What follows belongs to an exercise in optimizing a design on an open flow for a short achievable clock period and few clock cycles; a production flow would make more cautious choices. Function was checked by simulation only, so behaviour that the tests miss may differ from the original. Power figures rest on the tool's default switching activity, not on a simulated workload.

==> flow/design.v <==
`timescale 1ns / 1ps
module mcpu(input clk, Reset,
            output wire [31:0] imem_addr,
            input  wire [31:0] imem_rdata,
            output wire [31:0] dmem_addr,
            output wire [31:0] dmem_wdata,
            output wire        dmem_we,
            output wire        dmem_re,
            input  wire [31:0] dmem_rdata);
    reg  [31:0] pcF;
    reg         vD;
    reg  [31:0] irD;
    reg         vE, wrE, ldE, stE, jE, beqE, sameE;
    reg  [4:0]  dE;
    reg  [31:0] aE, bE, immE, btgtE;
    reg         fAM, fAW, fBM, fBW;         
    reg         opAdd, opSub, opAnd, opOr, opNor, opSlt;
    reg         vM, wrM, ldM;
    reg  [4:0]  dM;
    reg  [31:0] exM, addrM, wdM;
    reg         weM, reM;
    reg         vW, wrW;
    reg  [4:0]  dW;
    reg  [31:0] wbW;
    reg         fixup;
    reg  [31:0] fix_btgt, fix_jtgt;
    wire [1023:0] Rflat;
    genvar g;
    generate
        for (g = 0; g < 32; g = g + 1) begin : rf
            reg [31:0] r;
            always @(posedge clk) begin
                if (vW & wrW & (dW == g))
                    r <= wbW;
            end
            assign Rflat[32*g +: 32] = r;
        end
    endgenerate
    assign imem_addr  = pcF;
    assign dmem_addr  = addrM;
    assign dmem_wdata = wdM;
    assign dmem_we    = weM;
    assign dmem_re    = reM;
    function [32:0] ks_add(input [31:0] a, input [31:0] b, input cin);
        reg [31:0] g, p, gn, pn;
        integer i, k;
        begin
            g = a & b;
            p = a | b;
            g[0] = g[0] | (p[0] & cin);
            for (k = 1; k < 32; k = k * 2) begin
                gn = g; pn = p;
                for (i = k; i < 32; i = i + 1) begin
                    gn[i] = g[i] | (p[i] & g[i-k]);
                    pn[i] = p[i] & p[i-k];
                end
                g = gn; p = pn;
            end
            ks_add = {g[31], (a ^ b) ^ {g[30:0], cin}};
        end
    endfunction
    wire [5:0]  opD  = irD[31:26];
    wire [4:0]  rsD  = irD[25:21];
    wire [4:0]  rtD  = irD[20:16];
    wire [4:0]  rdD  = irD[15:11];
    wire [31:0] sextD = {{16{irD[15]}}, irD[15:0]};
    wire aluD  = (opD[5:4] != 2'b11);
    wire lwD   = (opD == 6'b110001);
    wire swD   = (opD == 6'b110000);
    wire beqD  = (opD == 6'b110100);
    wire jD    = (opD == 6'b111000);
    wire sameD = (rsD == rtD);
    wire useRsD = aluD | lwD | swD | (beqD & ~sameD);
    wire useRtD = aluD | swD | (beqD & ~sameD);
    wire wrD    = aluD | lwD;
    wire [4:0] dD = lwD ? rtD : rdD;
    wire stall = vE & ldE & vD & ((useRsD & (rsD == dE)) | (useRtD & (rtD == dE)));
    wire [31:0] rA = (vW & wrW & (dW == rsD)) ? wbW : Rflat[32*rsD +: 32];
    wire [31:0] rB = (vW & wrW & (dW == rtD)) ? wbW : Rflat[32*rtD +: 32];
    wire [31:0] pcF4  = pcF + 32'd4;
    wire [31:0] btgtD = pcF4 + {sextD[29:0], 2'b00};
    wire [31:0] jtgtD = {pcF4[31:28], irD[25:0], 2'b00};
    wire [31:0] A = fAM ? exM : fAW ? wbW : aE;
    wire [31:0] B = fBM ? exM : fBW ? wbW : bE;
    wire [32:0] sum33  = ks_add(A, B, 1'b0);
    wire [32:0] diff   = ks_add(A, ~B, 1'b1);    
    wire [31:0] sum    = sum33[31:0];
    wire [31:0] res  = ({32{opAdd}} & sum)
                     | ({32{opSub}} & diff[31:0])
                     | ({32{opAnd}} & (A & B))
                     | ({32{opOr}}  & (A | B))
                     | ({32{opNor}} & ~(A | B))
                     | {31'd0, opSlt & ~diff[32]};
    wire [32:0] addr33 = ks_add(A, immE, 1'b0);
    wire [31:0] addrE  = addr33[31:0];
    wire        eqE   = (A == B);
    wire mispred = vE & beqE & ~sameE & ~fixup & eqE;
    always @(posedge clk) begin
        if (Reset == 1'b0)
            pcF <= 32'd0;
        else if (mispred)
            pcF <= btgtE;
        else if (fixup)
            pcF <= (vE & jE) ? fix_jtgt :
                   (vE & beqE & (sameE | eqE)) ? fix_btgt : pcF4;
        else if (stall)
            pcF <= pcF;
        else if (vD & jD)
            pcF <= jtgtD;
        else if (vD & beqD & sameD)
            pcF <= btgtD;
        else
            pcF <= pcF4;
    end
    always @(posedge clk) begin
        if (Reset == 1'b0)
            fixup <= 1'b0;
        else
            fixup <= mispred;
    end
    wire [31:0] fixb4 = btgtE + 32'd4;
    always @(posedge clk) begin
        fix_btgt <= fixb4 + {sextD[29:0], 2'b00};
        fix_jtgt <= {fixb4[31:28], irD[25:0], 2'b00};
    end
    always @(posedge clk) begin
        if (Reset == 1'b0)
            vD <= 1'b0;
        else if (mispred)
            vD <= 1'b0;
        else if (!stall)
            vD <= 1'b1;
    end
    always @(posedge clk) begin
        if (!stall)
            irD <= imem_rdata;
    end
    always @(posedge clk) begin
        if (Reset == 1'b0)
            vE <= 1'b0;
        else
            vE <= vD & ~stall;
    end
    always @(posedge clk) begin
        wrE   <= wrD;
        ldE   <= lwD;
        stE   <= swD;
        jE    <= jD;
        beqE  <= beqD;
        sameE <= sameD;
        dE    <= dD;
        aE    <= rA;
        bE    <= rB;
        immE  <= sextD;
        btgtE <= btgtD;
        fAM   <= vE & wrE & (dE == rsD);
        fAW   <= vM & wrM & (dM == rsD) & ~(vE & wrE & (dE == rsD));
        fBM   <= vE & wrE & (dE == rtD);
        fBW   <= vM & wrM & (dM == rtD) & ~(vE & wrE & (dE == rtD));
        opSub <= aluD & (opD == 6'b000001);
        opAnd <= aluD & (opD == 6'b010001);
        opOr  <= aluD & (opD == 6'b010000);
        opNor <= aluD & (opD == 6'b100110);
        opSlt <= aluD & (opD == 6'b100111);
        opAdd <= aluD & (opD != 6'b000001) & (opD != 6'b010001) & (opD != 6'b010000)
                      & (opD != 6'b100110) & (opD != 6'b100111);
    end
    always @(posedge clk) begin
        if (Reset == 1'b0) begin
            vM  <= 1'b0;
            weM <= 1'b0;
            reM <= 1'b0;
        end else begin
            vM  <= vE;
            weM <= vE & stE;
            reM <= vE & ldE;
        end
    end
    always @(posedge clk) begin
        wrM   <= wrE;
        ldM   <= ldE;
        dM    <= dE;
        exM   <= res;
        addrM <= addrE;
        wdM   <= B;
    end
    always @(posedge clk) begin
        if (Reset == 1'b0)
            vW <= 1'b0;
        else
            vW <= vM;
    end
    always @(posedge clk) begin
        wrW <= wrM;
        dW  <= dM;
        wbW <= ldM ? dmem_rdata : exM;
    end
endmodule
clock: 7.0 ns
lec_check: 0
abc_clock_period_in_ps: 2500
cap_margin: 20
core_margin: 2
core_utilization: 40
place_density: 0.6
setup_slack_margin: 4.2
slew_margin: 20
run.sh (not shown) runs the stock make flow with config.mk's settings and CLKGATE_MAP_FILE= SYNTH_SCRIPT=/design/flow/synth_recipe.tcl, a recipe that flattens the netlist after the stock synthesis.
Testbench counts at the start, summed over its fixed seeds: cycles 14,741.
Rerun with:
--- a/flow/design.v
+++ b/flow/design.v
@@ -21,47 +21,18 @@
     reg         weM, reM;
     reg         vW, wrW;
     reg  [4:0]  dW;
     reg  [31:0] wbW;
     reg         fixup;
     reg  [31:0] fix_btgt, fix_jtgt;
-    wire [1023:0] Rflat;
-    genvar g;
-    generate
-        for (g = 0; g < 32; g = g + 1) begin : rf
-            reg [31:0] r;
-            always @(posedge clk) begin
-                if (vW & wrW & (dW == g))
-                    r <= wbW;
-            end
-            assign Rflat[32*g +: 32] = r;
-        end
-    endgenerate
+    reg  [31:0] R [0:31];
     assign imem_addr  = pcF;
     assign dmem_addr  = addrM;
     assign dmem_wdata = wdM;
     assign dmem_we    = weM;
     assign dmem_re    = reM;
-    function [32:0] ks_add(input [31:0] a, input [31:0] b, input cin);
-        reg [31:0] g, p, gn, pn;
-        integer i, k;
-        begin
-            g = a & b;
-            p = a | b;
-            g[0] = g[0] | (p[0] & cin);
-            for (k = 1; k < 32; k = k * 2) begin
-                gn = g; pn = p;
-                for (i = k; i < 32; i = i + 1) begin
-                    gn[i] = g[i] | (p[i] & g[i-k]);
-                    pn[i] = p[i] & p[i-k];
-                end
-                g = gn; p = pn;
-            end
-            ks_add = {g[31], (a ^ b) ^ {g[30:0], cin}};
-        end
-    endfunction
     wire [5:0]  opD  = irD[31:26];
     wire [4:0]  rsD  = irD[25:21];
     wire [4:0]  rtD  = irD[20:16];
     wire [4:0]  rdD  = irD[15:11];
     wire [31:0] sextD = {{16{irD[15]}}, irD[15:0]};
     wire aluD  = (opD[5:4] != 2'b11);
@@ -72,30 +43,28 @@
     wire sameD = (rsD == rtD);
     wire useRsD = aluD | lwD | swD | (beqD & ~sameD);
     wire useRtD = aluD | swD | (beqD & ~sameD);
     wire wrD    = aluD | lwD;
     wire [4:0] dD = lwD ? rtD : rdD;
     wire stall = vE & ldE & vD & ((useRsD & (rsD == dE)) | (useRtD & (rtD == dE)));
-    wire [31:0] rA = (vW & wrW & (dW == rsD)) ? wbW : Rflat[32*rsD +: 32];
-    wire [31:0] rB = (vW & wrW & (dW == rtD)) ? wbW : Rflat[32*rtD +: 32];
+    wire [31:0] rA = (vW & wrW & (dW == rsD)) ? wbW : R[rsD];
+    wire [31:0] rB = (vW & wrW & (dW == rtD)) ? wbW : R[rtD];
     wire [31:0] pcF4  = pcF + 32'd4;
     wire [31:0] btgtD = pcF4 + {sextD[29:0], 2'b00};
     wire [31:0] jtgtD = {pcF4[31:28], irD[25:0], 2'b00};
     wire [31:0] A = fAM ? exM : fAW ? wbW : aE;
     wire [31:0] B = fBM ? exM : fBW ? wbW : bE;
-    wire [32:0] sum33  = ks_add(A, B, 1'b0);
-    wire [32:0] diff   = ks_add(A, ~B, 1'b1);    
-    wire [31:0] sum    = sum33[31:0];
+    wire [31:0] sum  = A + B;
+    wire [32:0] diff = {1'b0, A} - {1'b0, B};
     wire [31:0] res  = ({32{opAdd}} & sum)
                      | ({32{opSub}} & diff[31:0])
                      | ({32{opAnd}} & (A & B))
                      | ({32{opOr}}  & (A | B))
                      | ({32{opNor}} & ~(A | B))
-                     | {31'd0, opSlt & ~diff[32]};
-    wire [32:0] addr33 = ks_add(A, immE, 1'b0);
-    wire [31:0] addrE  = addr33[31:0];
+                     | {31'd0, opSlt & diff[32]};
+    wire [31:0] addrE = A + immE;
     wire        eqE   = (A == B);
     wire mispred = vE & beqE & ~sameE & ~fixup & eqE;
     always @(posedge clk) begin
         if (Reset == 1'b0)
             pcF <= 32'd0;
         else if (mispred)
@@ -192,7 +161,11 @@
     end
     always @(posedge clk) begin
         wrW <= wrM;
         dW  <= dM;
         wbW <= ldM ? dmem_rdata : exM;
     end
+    always @(posedge clk) begin
+        if (vW & wrW)
+            R[dW] <= wbW;
+    end
 endmodule
The changed run finished clean.
Cell area drops by 2.6%.
Critical path depth climbs by 5.
Clock power drops by 4.4%.
Via count drops by 1.7%.
Flip-flop and latch count drops by 64.
Register-to-register slack got worse by 1.5 ns.
Global-route usage climbs by 1.0 points.
Non-clock buffer count climbs by 107.
Sequential power drops by about 7%.
Total power drops by 6.3%.
Cell count drops by 3.8%.
Worst hold slack barely changes.
Synthesized area drops by 3.5%.
Routed wire length drops by 2.4%.
Testbench counts after the change, summed over its fixed seeds: cycles 14,741.

re-timing with driven ports:
The results above use ideal ports. As a check the final layouts listed here were re-extracted and re-timed, cells and wires unchanged. Step 1 (the two cells are an assumption about what drives the block):
set clk [get_ports {clk}]
set_driving_cell -lib_cell sky130_fd_sc_hd__clkbuf_16 $clk
set_driving_cell -lib_cell sky130_fd_sc_hd__buf_2 [delete_from_list [all_inputs] $clk]
Step 2 also shifts input and output timing later by t, the mid clock arrival at the registers, as if the neighbouring blocks saw the same clock. Three values: no drivers, after step 1, after step 2; two values: the first two.
run | shift t [ns] | setup slack, ns | hold slack, ns | slew at the worst register clock pin (ns) | pins driven straight from the clock port
the first run | 0.875 | 3.173 / 3.173 / 3.173 | 0.359 / 0.359 / 0.359 | 0.07 / 0.07 | 1
the second run | 0.893 | 1.665 / 1.665 / 1.665 | 0.359 / 0.359 / 0.359 | 0.07 / 0.07 | 1
After both steps setup and hold are still met in every run listed.
